Context: an optimization exercise on an open-source flow, tuned for small area, a short achievable clock period and few clock cycles per item. The choices shown serve that exercise and are no tape-out recipe. RTL that was checked went through simulation tests only; none was proved equivalent to the original.

## the previous run
==> module div_step, before the edit <==
module div_step #(parameter K = 7) ( x, t, y );
input  [23:0] x;
input  [7:0]  t;
output [23:0] y;
wire [8:0] a = {x[7:0], 1'b0};
wire [8:0] d;
wire [9:0] bw;
assign bw[0] = 1'b0;
genvar i;
generate for (i = 0; i < 9; i = i + 1) begin : gi
    wire ti = (i < 8) ? t[i] : 1'b0;
    assign d[i]    = 1'b0;
    assign bw[i+1] = (a[i] ^ ti) ? ti : bw[i];
end endgenerate
wire       b  = ~bw[9];                      
wire [7:0] ts = t & {8{b}};
wire [8:0] b2;
wire [7:0] rn;
assign b2[0] = 1'b0;
for (i = 0; i < 8; i = i + 1) begin : gs
    assign rn[i]   = a[i] ^ ts[i] ^ b2[i];
    assign b2[i+1] = (a[i] ^ ts[i]) ? ts[i] : b2[i];
end
wire [7:0] q  = x[15:8] | ({7'd0, b} << K);
assign y = {x[23:16], q, (K == 0) ? 8'd0 : rn};
endmodule
==> module haze_removal, before the edit <==
module haze_removal( clock, reset, in_valid, frame_start, win_r, win_g, win_b,
                     out_valid, Jr, Jg, Jb );
parameter ICUT = 1;                   
parameter GCUT = 0;                   
parameter MCUT = 0;                   
parameter [7:0] DCUT = 8'b01000001;   
parameter SCUT = 0;                   
parameter OCUT = 1;                   
input clock;
input reset;
input in_valid;
input frame_start;
input [71:0] win_r, win_g, win_b;
output out_valid;
output [7:0] Jr, Jg, Jb;
wire [71:0] wr, wg, wb;
wire        v0, fs0;
PIPE  #(217, ICUT) p_i  (clock, {frame_start, win_r, win_g, win_b}, {fs0, wr, wg, wb});
VPIPE #(ICUT)      p_iv (clock, reset, in_valid, v0);
wire [23:0] gr_c, gg_c, gb_c;
MINB #(3) g_r0 (wr[23:0],  gr_c[7:0]);
MINB #(3) g_r1 (wr[47:24], gr_c[15:8]);
MINB #(3) g_r2 (wr[71:48], gr_c[23:16]);
MINB #(3) g_g0 (wg[23:0],  gg_c[7:0]);
MINB #(3) g_g1 (wg[47:24], gg_c[15:8]);
MINB #(3) g_g2 (wg[71:48], gg_c[23:16]);
MINB #(3) g_b0 (wb[23:0],  gb_c[7:0]);
MINB #(3) g_b1 (wb[47:24], gb_c[15:8]);
MINB #(3) g_b2 (wb[71:48], gb_c[23:16]);
wire [23:0] gr, gg, gb;
wire [7:0]  cr1, cg1, cb1;
wire        v1, fs1;
PIPE  #(97, GCUT) p_g  (clock, {fs0, gr_c, gg_c, gb_c, wr[39:32], wg[39:32], wb[39:32]},
                               {fs1, gr, gg, gb, cr1, cg1, cb1});
VPIPE #(GCUT)      p_gv (clock, reset, v0, v1);
wire [7:0] mr_c, mg_c, mb_c, bc3;
transmission_estimation bc_est (cr1, cg1, cb1, bc3);
MIN9 m_r (wr, mr_c);
MIN9 m_g (wg, mg_c);
MIN9 m_b (wb, mb_c);
wire [7:0] mr, mg, mb, bc3m, cr, cg, cb;
wire       v2, fs2;
PIPE  #(57, MCUT) p_m  (clock, {fs1, mr_c, mg_c, mb_c, bc3, cr1, cg1, cb1},
                               {fs2, mr, mg, mb, bc3m, cr, cg, cb});
VPIPE #(MCUT)     p_mv (clock, reset, v1, v2);
wire [7:0] t_n;
MINB #(4) t_max ({~bc3m, mr, mg, mb}, t_n);
wire [7:0] t = ~t_n;
wire [7:0] Ar, Ag, Ab;        
wire [6:0] Ar_q, Ag_q, Ab_q;  
alight_est al_r (clock, reset, v2, fs2, mr, Ar, Ar_q);
alight_est al_g (clock, reset, v2, fs2, mg, Ag, Ag_q);
alight_est al_b (clock, reset, v2, fs2, mb, Ab, Ab_q);
wire [7:0] dr, dg, db;
wire       sr, sg, sb;
ABSDIFF ad_r (cr, Ar, dr, sr);
ABSDIFF ad_g (cg, Ag, dg, sg);
ABSDIFF ad_b (cb, Ab, db, sb);
wire [23:0] br [0:8];
wire [23:0] bg [0:8];
wire [23:0] bb [0:8];
wire [7:0]  tt [0:8];
wire        vv [0:8];
assign br[0] = {sr, Ar[6:0], 8'd0, dr};
assign bg[0] = {sg, Ag[6:0], 8'd0, dg};
assign bb[0] = {sb, Ab[6:0], 8'd0, db};
assign tt[0] = t;
assign vv[0] = v2;
genvar k;
generate
for (k = 0; k < 8; k = k + 1) begin : step
    wire [23:0] xr, xg, xb;
    wire [7:0]  xt;
    wire        xv;
    DPIPE #(DCUT[k], (DCUT & ((8'd1 << k) - 8'd1)) != 8'd0) p_d (clock, reset, br[k], bg[k], bb[k], tt[k], vv[k],
                                 Ar_q, Ag_q, Ab_q, xr, xg, xb, xt, xv);
    div_step #(.K(7-k)) sr (xr, xt, br[k+1]);
    div_step #(.K(7-k)) sg (xg, xt, bg[k+1]);
    div_step #(.K(7-k)) sb (xb, xt, bb[k+1]);
    assign tt[k+1] = xt;
    assign vv[k+1] = xv;
end
endgenerate
wire [23:0] yr, yg, yb;
wire [7:0]  yt;
wire        yv;
DPIPE #(SCUT, DCUT != 8'd0) p_s (clock, reset, br[8], bg[8], bb[8], tt[8], vv[8],
                          Ar_q, Ag_q, Ab_q, yr, yg, yb, yt, yv);
wire [7:0] Jr_c, Jg_c, Jb_c;
scene_recovery rc_r ({1'b1, yr[22:16]}, yr[15:8], yr[23], Jr_c);
scene_recovery rc_g ({1'b1, yg[22:16]}, yg[15:8], yg[23], Jg_c);
scene_recovery rc_b ({1'b1, yb[22:16]}, yb[15:8], yb[23], Jb_c);
PIPE  #(24, OCUT) p_o  (clock, {Jr_c, Jg_c, Jb_c}, {Jr, Jg, Jb});
VPIPE #(OCUT)     p_ov (clock, reset, yv, out_valid);
endmodule
==> flow/config.mk <==
export PLATFORM = sky130hd
export DESIGN_NAME = haze_removal
export DESIGN_NICKNAME = haze_removal
export VERILOG_FILES = /design/flow/design.v
export SDC_FILE = /design/flow/constraint.sdc
export NUM_CORES = 4
export LEC_CHECK = 0
export ABC_AREA = 1
export CAP_MARGIN = 20
export CORE_MARGIN = 2
export CORE_UTILIZATION = 40
export SLEW_MARGIN = 20
==> flow/constraint.sdc <==
create_clock -name core_clock -period 40.0 [get_ports {clock}]
set_input_delay 8.0000 -clock core_clock [delete_from_list [all_inputs] [get_ports {clock}]]
set_output_delay 8.0000 -clock core_clock [all_outputs]
set_load 0.01 [all_outputs]
standard.sh (not shown) runs the stock make flow with config.mk's settings and CLKGATE_MAP_FILE= SYNTH_SCRIPT=/design/flow/synth_recipe.tcl, a recipe that flattens the netlist after the stock synthesis.
==> flow/flow/run.sh <==
#!/bin/bash
# The standard layout (bash standard.sh: ORFS synthesis to finish, with
# the standard flow's config.mk and SDC unchanged), with two changes to how the layout is
# made:
#  * the port buffers are plain buffers (buf_1) instead of the delay buffers
#    that buffer_ports otherwise picks;
#  * repair_timing aims for a setup slack margin, so that the resizer works on
#    the critical paths although the 40 ns clock is met with room to spare.
# Each tool's full output goes to standard.log in this folder (ORFS also
# keeps its per-step logs under orfs/logs).
set -euo pipefail
export BUFFER_PORTS_ARGS="-buffer_cell sky130_fd_sc_hd__buf_1"
export SETUP_SLACK_MARGIN=${SETUP_SLACK_MARGIN_OVERRIDE:-28.5}
bash standard.sh > standard.log 2>&1
The previous run finished end to end and its layout was clean on timing, DRC and antenna.
Changes in the current run relative to the previous run:
--- a/flow/design.v
+++ b/flow/design.v
@@ -103,20 +103,13 @@
 assign bw[0] = 1'b0;
 genvar i;
 generate for (i = 0; i < 9; i = i + 1) begin : gi
     wire ti = (i < 8) ? t[i] : 1'b0;
-    assign d[i]    = 1'b0;
+    assign d[i]    = a[i] ^ ti ^ bw[i];
     assign bw[i+1] = (a[i] ^ ti) ? ti : bw[i];
 end endgenerate
 wire       b  = ~bw[9];                      
-wire [7:0] ts = t & {8{b}};
-wire [8:0] b2;
-wire [7:0] rn;
-assign b2[0] = 1'b0;
-for (i = 0; i < 8; i = i + 1) begin : gs
-    assign rn[i]   = a[i] ^ ts[i] ^ b2[i];
-    assign b2[i+1] = (a[i] ^ ts[i]) ? ts[i] : b2[i];
-end
+wire [7:0] rn = b ? d[7:0] : a[7:0];
 wire [7:0] q  = x[15:8] | ({7'd0, b} << K);
 assign y = {x[23:16], q, (K == 0) ? 8'd0 : rn};
 endmodule
 module scene_recovery( A, q, s, J );
@@ -137,12 +130,12 @@
 endmodule
 `timescale 1ns / 1ps
 module haze_removal( clock, reset, in_valid, frame_start, win_r, win_g, win_b,
                      out_valid, Jr, Jg, Jb );
-parameter ICUT = 1;                   
-parameter GCUT = 0;                   
+parameter ICUT = 0;                   
+parameter GCUT = 1;                   
 parameter MCUT = 0;                   
-parameter [7:0] DCUT = 8'b01000001;   
+parameter [7:0] DCUT = 8'b00001000;   
 parameter SCUT = 0;                   
 parameter OCUT = 1;                   
 input clock;
 input reset;
@@ -172,11 +165,11 @@
                                {fs1, gr, gg, gb, cr1, cg1, cb1});
 VPIPE #(GCUT)      p_gv (clock, reset, v0, v1);
 wire [7:0] mr_c, mg_c, mb_c, bc3;
 transmission_estimation bc_est (cr1, cg1, cb1, bc3);
-MIN9 m_r (wr, mr_c);
-MIN9 m_g (wg, mg_c);
-MIN9 m_b (wb, mb_c);
+MINB #(3) m_r (gr, mr_c);
+MINB #(3) m_g (gg, mg_c);
+MINB #(3) m_b (gb, mb_c);
 wire [7:0] mr, mg, mb, bc3m, cr, cg, cb;
 wire       v2, fs2;
 PIPE  #(57, MCUT) p_m  (clock, {fs1, mr_c, mg_c, mb_c, bc3, cr1, cg1, cb1},
                                {fs2, mr, mg, mb, bc3m, cr, cg, cb});
[summary]
- The critical path start-end classification comes out reg -> reg in one run and in -> reg in the other, namely in the previous run and the current run respectively.
- Sort the previous run and the current run by global-route usage asc -> top: the previous run
- Capturing element of the worst setup path: p_g.r.x[24] -> the current run, step[0].p_d.r.xg[2] -> the previous run
- The current run ended up with a lower area fraction of clock buffers and clock inverters than the previous run did.
- In the current run, the maximum clock frequency came out about 16% below the value in the previous run.
- Re synthesized area: the previous run was higher than the current run.
- The previous run -> the current run: wire length of the first global-routing pass decreased by a little under 10%
Testbench counts of the current run, summed over its fixed seeds: cycles 16,016, items 16,000.
Function not checked in the previous run: the RTL went through the layout flow alone.

========
## run B
The RTL this note starts from:
==> flow/design.v <==
`timescale 1ns / 1ps
module MINB #(parameter N = 9) ( w, m );
input  [8*N-1:0] w;
output [7:0]     m;
wire [N-1:0] dead [0:8];
assign dead[8] = {N{1'b0}};
genvar k, i;
generate for (k = 7; k >= 0; k = k - 1) begin : gk
    wire [N-1:0] e;
    for (i = 0; i < N; i = i + 1) begin : gi
        assign e[i] = dead[k+1][i] | w[8*i+k];
    end
    assign m[k] = &e;
    assign dead[k] = dead[k+1] | ({N{~m[k]}} & e);
end endgenerate
endmodule
module MIN9( w, m );
input  [71:0] w;
output [7:0]  m;
MINB #(9) mn (w, m);
endmodule
`timescale 1ns / 1ps
module LT8( a, b, lt );
input  [7:0] a, b;
output lt;
wire [8:0] c;
assign c[0] = 1'b0;
genvar i;
generate for (i = 0; i < 8; i = i + 1) begin : gb
    assign c[i+1] = (a[i] ^ b[i]) ? b[i] : c[i];
end endgenerate
assign lt = c[8];
endmodule
`timescale 1ns / 1ps
module MAX3( a, b, c, m );
input  [7:0] a, b, c;
output [7:0] m;
wire [7:0] mn;
MINB #(3) mx ({~c, ~b, ~a}, mn);
assign m = ~mn;
endmodule
`timescale 1ns / 1ps
module alight_est( clock, reset, valid, start, min, A, Aq );
input clock;
input reset;
input valid;
input start;
input  [7:0] min;
output [7:0] A;
output [6:0] Aq;
reg [6:0] Areg;
wire [6:0] base = start ? 7'd52 : Areg;         
wire [7:0] mx_n;
MINB #(2) mx ({~min, 1'b0, ~base}, mx_n);
assign A  = ~mx_n;
assign Aq = Areg;
always @(posedge clock)
begin
    if (reset)      Areg <= 7'd52;
    else if (valid) Areg <= A[6:0];
end
endmodule
`timescale 1ns / 1ps
module transmission_estimation( r5, g5, b5, bc3 );
input  [7:0] r5, g5, b5;
output [7:0] bc3;
wire [7:0] bc;
MAX3 mx (r5, g5, b5, bc);
wire [7:0] y = {bc[6:0], 1'b0};
wire [8:0] c;
assign c[0] = 1'b0;
genvar i;
generate for (i = 0; i < 8; i = i + 1) begin : gb
    assign bc3[i]  = bc[i] ^ y[i] ^ c[i];
    assign c[i+1] = (bc[i] ^ y[i]) ? c[i] : bc[i];
end endgenerate
endmodule
`timescale 1ns / 1ps
module ABSDIFF( C, A, d, s );
input  [7:0] C, A;
output [7:0] d;
output       s;
wire [7:0] x;
wire [8:0] bo, nz;
assign bo[0] = 1'b0;
assign nz[0] = 1'b0;
genvar i;
generate for (i = 0; i < 8; i = i + 1) begin : gd
    assign x[i]    = C[i] ^ A[i] ^ bo[i];
    assign bo[i+1] = (C[i] ^ A[i]) ? A[i] : bo[i];
    assign d[i]    = x[i] ^ (bo[8] & nz[i]);
    assign nz[i+1] = nz[i] | x[i];
end endgenerate
assign s = ~bo[8] & nz[8];
endmodule
module div_step #(parameter K = 7) ( x, t, y );
input  [23:0] x;
input  [7:0]  t;
output [23:0] y;
wire [8:0] a = {x[7:0], 1'b0};
wire [8:0] d;
wire [9:0] bw;
assign bw[0] = 1'b0;
genvar i;
generate for (i = 0; i < 9; i = i + 1) begin : gi
    wire ti = (i < 8) ? t[i] : 1'b0;
    assign d[i]    = 1'b0;
    assign bw[i+1] = (a[i] ^ ti) ? ti : bw[i];
end endgenerate
wire       b  = ~bw[9];                      
wire [7:0] ts = t & {8{b}};
wire [8:0] b2;
wire [7:0] rn;
assign b2[0] = 1'b0;
for (i = 0; i < 8; i = i + 1) begin : gs
    assign rn[i]   = a[i] ^ ts[i] ^ b2[i];
    assign b2[i+1] = (a[i] ^ ts[i]) ? ts[i] : b2[i];
end
wire [7:0] q  = x[15:8] | ({7'd0, b} << K);
assign y = {x[23:16], q, (K == 0) ? 8'd0 : rn};
endmodule
module scene_recovery( A, q, s, J );
input  [7:0] A, q;
input        s;
output [7:0] J;
wire [7:0] y = s ? q : ~q;
wire [7:0] u;
wire [8:0] c;
assign c[0] = ~s;
genvar i;
generate for (i = 0; i < 8; i = i + 1) begin : gb
    wire a = (i == 7) ? 1'b1 : A[i];
    assign u[i]   = a ^ y[i] ^ c[i];
    assign c[i+1] = (a ^ y[i]) ? c[i] : a;
end endgenerate
assign J = (c[8] == s) ? {8{s}} : u;
endmodule
`timescale 1ns / 1ps
module haze_removal( clock, reset, in_valid, frame_start, win_r, win_g, win_b,
                     out_valid, Jr, Jg, Jb );
parameter ICUT = 0;                   
parameter GCUT = 1;                   
parameter MCUT = 0;                   
parameter [7:0] DCUT = 8'b00001000;   
parameter SCUT = 0;                   
parameter OCUT = 1;                   
input clock;
input reset;
input in_valid;
input frame_start;
input [71:0] win_r, win_g, win_b;
output out_valid;
output [7:0] Jr, Jg, Jb;
wire [71:0] wr, wg, wb;
wire        v0, fs0;
PIPE  #(217, ICUT) p_i  (clock, {frame_start, win_r, win_g, win_b}, {fs0, wr, wg, wb});
VPIPE #(ICUT)      p_iv (clock, reset, in_valid, v0);
wire [23:0] gr_c, gg_c, gb_c;
MINB #(3) g_r0 (wr[23:0],  gr_c[7:0]);
MINB #(3) g_r1 (wr[47:24], gr_c[15:8]);
MINB #(3) g_r2 (wr[71:48], gr_c[23:16]);
MINB #(3) g_g0 (wg[23:0],  gg_c[7:0]);
MINB #(3) g_g1 (wg[47:24], gg_c[15:8]);
MINB #(3) g_g2 (wg[71:48], gg_c[23:16]);
MINB #(3) g_b0 (wb[23:0],  gb_c[7:0]);
MINB #(3) g_b1 (wb[47:24], gb_c[15:8]);
MINB #(3) g_b2 (wb[71:48], gb_c[23:16]);
wire [23:0] gr, gg, gb;
wire [7:0]  cr1, cg1, cb1;
wire        v1, fs1;
PIPE  #(97, GCUT) p_g  (clock, {fs0, gr_c, gg_c, gb_c, wr[39:32], wg[39:32], wb[39:32]},
                               {fs1, gr, gg, gb, cr1, cg1, cb1});
VPIPE #(GCUT)      p_gv (clock, reset, v0, v1);
wire [7:0] mr_c, mg_c, mb_c, bc3;
transmission_estimation bc_est (cr1, cg1, cb1, bc3);
MINB #(3) m_r (gr, mr_c);
MINB #(3) m_g (gg, mg_c);
MINB #(3) m_b (gb, mb_c);
wire [7:0] mr, mg, mb, bc3m, cr, cg, cb;
wire       v2, fs2;
PIPE  #(57, MCUT) p_m  (clock, {fs1, mr_c, mg_c, mb_c, bc3, cr1, cg1, cb1},
                               {fs2, mr, mg, mb, bc3m, cr, cg, cb});
VPIPE #(MCUT)     p_mv (clock, reset, v1, v2);
wire [7:0] t_n;
MINB #(4) t_max ({~bc3m, mr, mg, mb}, t_n);
wire [7:0] t = ~t_n;
wire [7:0] Ar, Ag, Ab;        
wire [6:0] Ar_q, Ag_q, Ab_q;  
alight_est al_r (clock, reset, v2, fs2, mr, Ar, Ar_q);
alight_est al_g (clock, reset, v2, fs2, mg, Ag, Ag_q);
alight_est al_b (clock, reset, v2, fs2, mb, Ab, Ab_q);
wire [7:0] dr, dg, db;
wire       sr, sg, sb;
ABSDIFF ad_r (cr, Ar, dr, sr);
ABSDIFF ad_g (cg, Ag, dg, sg);
ABSDIFF ad_b (cb, Ab, db, sb);
wire [23:0] br [0:8];
wire [23:0] bg [0:8];
wire [23:0] bb [0:8];
wire [7:0]  tt [0:8];
wire        vv [0:8];
assign br[0] = {sr, Ar[6:0], 8'd0, dr};
assign bg[0] = {sg, Ag[6:0], 8'd0, dg};
assign bb[0] = {sb, Ab[6:0], 8'd0, db};
assign tt[0] = t;
assign vv[0] = v2;
genvar k;
generate
for (k = 0; k < 8; k = k + 1) begin : step
    wire [23:0] xr, xg, xb;
    wire [7:0]  xt;
    wire        xv;
    DPIPE #(DCUT[k], (DCUT & ((8'd1 << k) - 8'd1)) != 8'd0) p_d (clock, reset, br[k], bg[k], bb[k], tt[k], vv[k],
                                 Ar_q, Ag_q, Ab_q, xr, xg, xb, xt, xv);
    div_step #(.K(7-k)) sr (xr, xt, br[k+1]);
    div_step #(.K(7-k)) sg (xg, xt, bg[k+1]);
    div_step #(.K(7-k)) sb (xb, xt, bb[k+1]);
    assign tt[k+1] = xt;
    assign vv[k+1] = xv;
end
endgenerate
wire [23:0] yr, yg, yb;
wire [7:0]  yt;
wire        yv;
DPIPE #(SCUT, DCUT != 8'd0) p_s (clock, reset, br[8], bg[8], bb[8], tt[8], vv[8],
                          Ar_q, Ag_q, Ab_q, yr, yg, yb, yt, yv);
wire [7:0] Jr_c, Jg_c, Jb_c;
scene_recovery rc_r ({1'b1, yr[22:16]}, yr[15:8], yr[23], Jr_c);
scene_recovery rc_g ({1'b1, yg[22:16]}, yg[15:8], yg[23], Jg_c);
scene_recovery rc_b ({1'b1, yb[22:16]}, yb[15:8], yb[23], Jb_c);
PIPE  #(24, OCUT) p_o  (clock, {Jr_c, Jg_c, Jb_c}, {Jr, Jg, Jb});
VPIPE #(OCUT)     p_ov (clock, reset, yv, out_valid);
endmodule
module PIPE #(parameter W = 1, parameter EN = 1) ( clock, d, q );
input          clock;
input  [W-1:0] d;
output [W-1:0] q;
generate if (EN) begin : r
    reg [W-1:0] x;
    always @(posedge clock) x <= d;
    assign q = x;
end else begin : w
    assign q = d;
end endgenerate
endmodule
module VPIPE #(parameter EN = 1) ( clock, reset, d, q );
input  clock, reset, d;
output q;
generate if (EN) begin : r
    reg x;
    always @(posedge clock)
        if (reset) x <= 1'b0;
        else       x <= d;
    assign q = x;
end else begin : w
    assign q = d;
end endgenerate
endmodule
module DPIPE #(parameter EN = 1, parameter AFTER = 0) ( clock, reset, dr, dg, db, dt, dv,
                                                        Ar, Ag, Ab, qr, qg, qb, qt, qv );
input         clock, reset;
input  [23:0] dr, dg, db;
input  [7:0]  dt;
input         dv;
input  [6:0]  Ar, Ag, Ab;
output [23:0] qr, qg, qb;
output [7:0]  qt;
output        qv;
generate if (EN) begin : r
    reg [23:0] xr, xg, xb;
    reg [7:0]  xt;
    always @(posedge clock)
    begin
        xr <= dr; xg <= dg; xb <= db; xt <= dt;
    end
    if (AFTER) begin : a
        assign qr = xr; assign qg = xg; assign qb = xb;
    end else begin : n
        assign qr = {xr[23], Ar, xr[15:0]};
        assign qg = {xg[23], Ag, xg[15:0]};
        assign qb = {xb[23], Ab, xb[15:0]};
    end
    assign qt = xt;
    VPIPE #(1) v (clock, reset, dv, qv);
end else begin : w
    assign qr = dr; assign qg = dg; assign qb = db; assign qt = dt; assign qv = dv;
end endgenerate
endmodule
==> flow/config.mk <==
export PLATFORM = sky130hd
export DESIGN_NAME = haze_removal
export DESIGN_NICKNAME = haze_removal
export VERILOG_FILES = /design/flow/design.v
export SDC_FILE = /design/flow/constraint.sdc
export NUM_CORES = 4
export LEC_CHECK = 0
export ABC_AREA = 1
export CAP_MARGIN = 20
export CORE_MARGIN = 2
export CORE_UTILIZATION = 40
export SLEW_MARGIN = 20
==> flow/constraint.sdc <==
create_clock -name core_clock -period 40.0 [get_ports {clock}]
set_input_delay 8.0000 -clock core_clock [delete_from_list [all_inputs] [get_ports {clock}]]
set_output_delay 8.0000 -clock core_clock [all_outputs]
set_load 0.01 [all_outputs]
Scripts as last shown in full above: flow/flow/run.sh
Run B went all the way through the flow, and no timing, DRC or antenna check failed.
Testbench counts of run B, summed over its fixed seeds: cycles 16,016, items 16,000.
Here is what was changed in the inputs of run A compared with run B.
diff --git a/flow/design.v b/flow/design.v
--- a/flow/design.v
+++ b/flow/design.v
@@ -136,14 +136,14 @@
 assign J = (c[8] == s) ? {8{s}} : u;
 endmodule
 `timescale 1ns / 1ps
 module haze_removal( clock, reset, in_valid, frame_start, win_r, win_g, win_b,
                      out_valid, Jr, Jg, Jb );
-parameter ICUT = 0;                   
-parameter GCUT = 1;                   
+parameter ICUT = 1;                   
+parameter GCUT = 0;                   
 parameter MCUT = 0;                   
-parameter [7:0] DCUT = 8'b00001000;   
+parameter [7:0] DCUT = 8'b01000001;   
 parameter SCUT = 0;                   
 parameter OCUT = 1;                   
 input clock;
 input reset;
 input in_valid;
Findings:
- The share of the clock period used by the worst path reported for run A is smaller than that of run B by 5.0 points.
- Compared with run B, in run A tapcell count shows an increase of about 25%; number of buffers and inverters on the critical path shows a reduction of 4; deepest clock path buffer count shows an increase of 1; count of clock tree sinks shows an increase of about 100%.
- For cell area after technology mapping, dividing the value from run B by the value from run A gives 0.825.
- On overall via count from detail_route: run A sits above run B.
- The data required time at the worst endpoint number comes out lower for run A vs run B.
- Run A against run B; timing-limited maximum frequency is up by more than 10%.
- In the metrics for run A and run B, the one carrying the lower time the worst path needs with I/O delays and setup is run A.
Testbench counts of run A, summed over its fixed seeds: cycles 16,024, items 16,000.

[afterwards: timing with drivers on the ports]
Ports are ideal in the flow. The routed layouts listed here were re-timed in OpenROAD. Step 1: set_driving_cell puts a clkbuf_16 on clock and a buf_2 on each other input, an assumption about the parent block. Step 2 times the ports against the registers' clock, not the clock port: input delays grow and output delays shrink by t, the midpoint of the rising clock arrivals with the driver on. Slacks: no drivers / after step 1 / after step 2; pairs: no drivers / after step 1.
| run | t, ns | slack for setup (ns) | hold slack, ns | slew at the worst register clock pin (ns) | worst slew at a driven data input, ns |
|---|---|---|---|---|---|
| the previous run | 0.621 | 30.632 / 30.632 / 30.632 | 0.328 / 0.328 / 0.328 | 0.07 / 0.07 | 0.08 |
| the current run | 0.532 | 28.906 / 28.943 / 28.412 | 0.405 / 0.405 / 0.405 | 0.08 / 0.08 | 0.06 |
| run B | 0.525 | 28.957 / 28.990 / 28.465 | 0.421 / 0.421 / 0.421 | 0.07 / 0.07 | 0.07 |
| run A | 0.629 | 30.959 / 30.908 / 31.233 | 0.330 / 0.330 / 0.330 | 0.06 / 0.06 | 0.07 |
After both steps setup and hold are still met in every run listed. The setup slack of the current run, which loses most, moves by +0.037 ns with the drivers and by -0.494 ns with both steps.
